From an optimization exercise on the open Yosys and OpenROAD flow, aimed at small area; shortcuts taken in it are not production practice. Only simulation tests tie the RTL to the original design; equivalence was not proved. The flow treats the clock pin as an ideal source, which a real chip does not have. No activity file was given, so power comes from the tool's default toggle rates.

// main
module main(clk, reset, multiply, stop, Led, seg, an, sw, dp );
Size in the first run: about 200 cells after synthesis, roughly 31 flip-flops, roughly 32 I/O pins.
==> flow/config.mk <==
export PLATFORM = sky130hd
export DESIGN_NAME = main
export DESIGN_NICKNAME = main
export VERILOG_FILES = /design/flow/design.v
export SDC_FILE = /design/flow/constraint.sdc
export NUM_CORES = 4
export LEC_CHECK = 0
export CAP_MARGIN = 20
export CORE_MARGIN = 2
export CORE_UTILIZATION = 40
export SLEW_MARGIN = 20
==> flow/constraint.sdc <==
create_clock -name core_clock -period 10.0 [get_ports {clk}]
set_input_delay 2.0000 -clock core_clock [delete_from_list [all_inputs] [get_ports {clk}]]
set_output_delay 2.0000 -clock core_clock [all_outputs]
set_load 0.01 [all_outputs]
standard.sh (not shown) runs the stock make flow with config.mk's settings and CLKGATE_MAP_FILE= SYNTH_SCRIPT=/design/flow/synth_recipe.tcl, a recipe that flattens the netlist after the stock synthesis.
==> flow/flow/run.sh <==
#!/bin/bash
# Own layout flow: the standard ORFS flow (standard.sh) with these changes.
#  1. Synthesis: ORFS's synthesis with the script of its abc call replaced, in
#     two adder variants: no half/full-adder cell mapping, and full adders
#     only. Each variant runs with each flow/abc_*.abc and the run whose netlist
#     has the smallest cell area (buffers aside) is kept as the layout's
#     synthesis (its results are copied, not re-run). Registers are
#     mapped before abc, as in the standard synthesis; the flow checks that the
#     kept netlist has the standard synthesis's registers (names and cell types)
#     and falls back to the standard synthesis if none does.
#  2. Port buffers use the smallest buffer, sky130_fd_sc_hd__buf_1.
#  3. Tie cells are not duplicated per load (SKIP_REPAIR_TIE_FANOUT).
#  4. Clock: before CTS, flow/pre_cts.tcl buffers the clock with one clock buffer
#     per group of registers (OWN_CLK_GROUPS groups by position, OWN_CLKBUF
#     cells); CTS then leaves the buffered net as it is and ORFS's CTS step goes
#     on as usual (legalisation, timing repair).
# Each tool run's full output goes to a log file of its own in the work folder.
set -euo pipefail
W=$PWD
F=$W/flow
export OWN_CLKBUF=${OWN_CLKBUF:-sky130_fd_sc_hd__clkbuf_4}
export OWN_CLK_GROUPS=${OWN_CLK_GROUPS:-3}
R=orfs/results/sky130hd/main/base
TR=results/sky130hd/main/base

regs() {  # register cell types (drive strength dropped) and names of a netlist
  grep -oE 'sky130_fd_sc_hd__[a-z0-9]*df[a-z0-9]*_[0-9]+ +[^ ]+' "$1" | sed -E 's/_[0-9]+ +/ /' | sort
}
area() {  # cell area without buffers from a synth_stat.txt
  awk '/sky130_fd_sc_hd__/ && $3 !~ /__(buf|clkbuf)_/ {s += $2} END {printf "%.3f\n", s}' "$1"
}

# standard synthesis, for its registers
bash standard.sh WORK_HOME="$W/try_std" synth > "$W/synth_std.log" 2>&1
regs "$W/try_std/$TR/1_2_yosys.v" > "$W/regs_std.txt"
test -s "$W/regs_std.txt"

# synthesis scripts: variant x abc script
names=()
for v in noadd fa; do
  for s in "$F"/abc_*.abc; do
    n=${v}_$(basename "$s" .abc)
    sed 's#log_cmd abc {\*}$abc_args#set abc_args [lreplace $abc_args 1 1 '"$s"']; log_cmd abc {*}$abc_args#' \
      "$FLOW_HOME/scripts/synth.tcl" > "$W/synth_body_$n.tcl"
    grep -q "$s" "$W/synth_body_$n.tcl" || continue
    if [[ $v == fa ]]; then
      sed -i 's#extract_fa {\*}\[dont_use_extract_fa_args\]#extract_fa -fa#' "$W/synth_body_$n.tcl"
      grep -q "extract_fa -fa" "$W/synth_body_$n.tcl" || continue
    fi
    sed "s#source \$::env(SCRIPTS_DIR)/synth.tcl#source $W/synth_body_$n.tcl#" "$W/synth_recipe.tcl" > "$W/synth_$n.tcl"
    grep -q "synth_body_$n" "$W/synth_$n.tcl" || continue
    names+=("$n")
  done
done
adder_arg() { if [[ $1 == noadd_* ]]; then echo "ADDER_MAP_FILE="; else echo "OWN_VARIANT=$1"; fi; }

run_try() {
  local n=$1
  bash standard.sh WORK_HOME="$W/try_$n" SYNTH_SCRIPT="$W/synth_$n.tcl" "$(adder_arg "$n")" synth \
    > "$W/synth_$n.log" 2>&1 || return 0
  regs "$W/try_$n/$TR/1_2_yosys.v" > "$W/regs_$n.txt"
  if cmp -s "$W/regs_std.txt" "$W/regs_$n.txt"; then
    echo "$n $(area "$W/try_$n/reports/sky130hd/main/base/synth_stat.txt")" > "$W/area_$n.txt"
  fi
}
i=0
for n in "${names[@]}"; do
  run_try "$n" &
  i=$((i + 1))
  if (( i % ${NUM_CORES:-4} == 0 )); then wait; fi
done
wait

best=""
best_area=""
for n in "${names[@]}"; do
  [[ -s "$W/area_$n.txt" ]] || continue
  a=$(awk '{print $2}' "$W/area_$n.txt")
  echo "$n $a" >> "$W/synth_areas.txt"
  if [[ -z "$best" ]] || awk -v a="$a" -v b="$best_area" 'BEGIN {exit !(a < b)}'; then
    best=$n
    best_area=$a
  fi
done
echo "chosen: ${best:-standard}" >> "$W/synth_areas.txt"

mkdir -p orfs
if [[ -n "$best" ]]; then
  cp -a "$W/try_$best/." orfs/
else
  cp -a "$W/try_std/." orfs/
fi
md5sum "$R/1_2_yosys.v" > "$W/synth_netlist.md5"
bash standard.sh synth > "$W/synth.log" 2>&1
md5sum -c "$W/synth_netlist.md5" >> "$W/synth.log" 2>&1 || true
regs "$R/1_2_yosys.v" > "$W/regs_final.txt"
cmp "$W/regs_std.txt" "$W/regs_final.txt"

bash standard.sh BUFFER_PORTS_ARGS="-buffer_cell sky130_fd_sc_hd__buf_1" SKIP_REPAIR_TIE_FANOUT=1 \
  PRE_CTS_TCL="$F/pre_cts.tcl" finish > "$W/layout.log" 2>&1
test -s out/final.def
Other scripts of this flow, unchanged in this note and not shown: flow/flow/abc_a7.abc, flow/flow/abc_b1.abc, flow/flow/abc_b2.abc, flow/flow/abc_ds2.abc, flow/flow/abc_ds3.abc, flow/flow/abc_n3.abc, flow/flow/abc_p1.abc, flow/flow/abc_p5.abc, flow/flow/pre_cts.tcl
The starting point completed with no timing, DRC or antenna violations.
Then changed:
--- a/flow/flow/run.sh
+++ b/flow/flow/run.sh
@@ -12 +12,3 @@
-#  3. Tie cells are not duplicated per load (SKIP_REPAIR_TIE_FANOUT).
+#  3. Tie cells: synthesis's two tie cells (constant 1 and constant 0) are merged
+#     into one sky130_fd_sc_hd__conb_1 (flow/merge_ties.py), and they are not
+#     duplicated per load (SKIP_REPAIR_TIE_FANOUT).
@@ -92,0 +95,2 @@
+# one tie cell for both constants (its netlist change makes make rebuild 1_synth.odb)
+python3 "$F/merge_ties.py" "$R/1_2_yosys.v" > "$W/merge_ties.log" 2>&1 || true
==> flow/flow/merge_ties.py (new file) <==
#!/usr/bin/env python3
"""Merge the synthesis netlist's two tie cells (one driving constant 1 from HI,
one driving constant 0 from LO) into one sky130_fd_sc_hd__conb_1, which has
both outputs. Leaves the netlist as it is unless it has exactly one of each."""
import re, sys
path = sys.argv[1]
text = open(path).read()
cell = r"  sky130_fd_sc_hd__conb_1 (\S+) \(\n    \.%s\(([^()]*)\)\n  \);\n"
hi = list(re.finditer(cell % 'HI', text))
lo = list(re.finditer(cell % 'LO', text))
if len(hi) != 1 or len(lo) != 1:
    print("tie merge: %d HI-only and %d LO-only tie cells, netlist unchanged" % (len(hi), len(lo)))
    sys.exit(0)
h, l = hi[0], lo[0]
merged = "  sky130_fd_sc_hd__conb_1 %s (\n    .HI(%s),\n    .LO(%s)\n  );\n" % (h.group(1), h.group(2), l.group(2))
spans = sorted([(h.start(), h.end(), merged), (l.start(), l.end(), "")], reverse=True)
for a, b, rep in spans:
    text = text[:a] + rep + text[b:]
open(path, 'w').write(text)
print("tie merge: %s and %s merged into %s" % (h.group(1), l.group(1), h.group(1)))
Power came out higher by 0.42%.
Fmax came out higher by 0.46%.
Core utilization came out lower by 0.10 points.
Register-to-register slack is better by 90 ps.
Clock power came out higher by about 3%.
Final area hardly moves.
Synthesized area stays flat.
Cell count came out lower by 0.37%.
Sequential power barely changes.
Setup slack is better by 17 ps.

static timing again, ports no longer ideal:
The flow's constraints put no driver on any port. The routed layouts listed below were extracted and timed again, unchanged, in two steps. Step 1 assumes that a clkbuf_16 drives the clock port and a buf_2 every other input. Step 2 moves the port delays by t, midway between the first and last clock arrival at a register: inputs arrive t later, outputs are due t later. That takes back most of the time a late clock gives input paths. Slacks: ideal / step 1 / step 2; pairs: ideal / step 1.
run | shift t [ns] | slack for setup (ns) | hold WS [ns] | clock arrival spread, ns | pins driven straight from the clock port
the first run | 0.198 | 6.263 / 6.227 / 6.407 | 0.334 / 0.334 / 0.334 | 0.012 / 0.011 | 3
the second run | 0.201 | 6.280 / 6.246 / 6.383 | 0.336 / 0.336 / 0.336 | 0.014 / 0.014 | 3
After both steps every run listed still meets setup and hold.
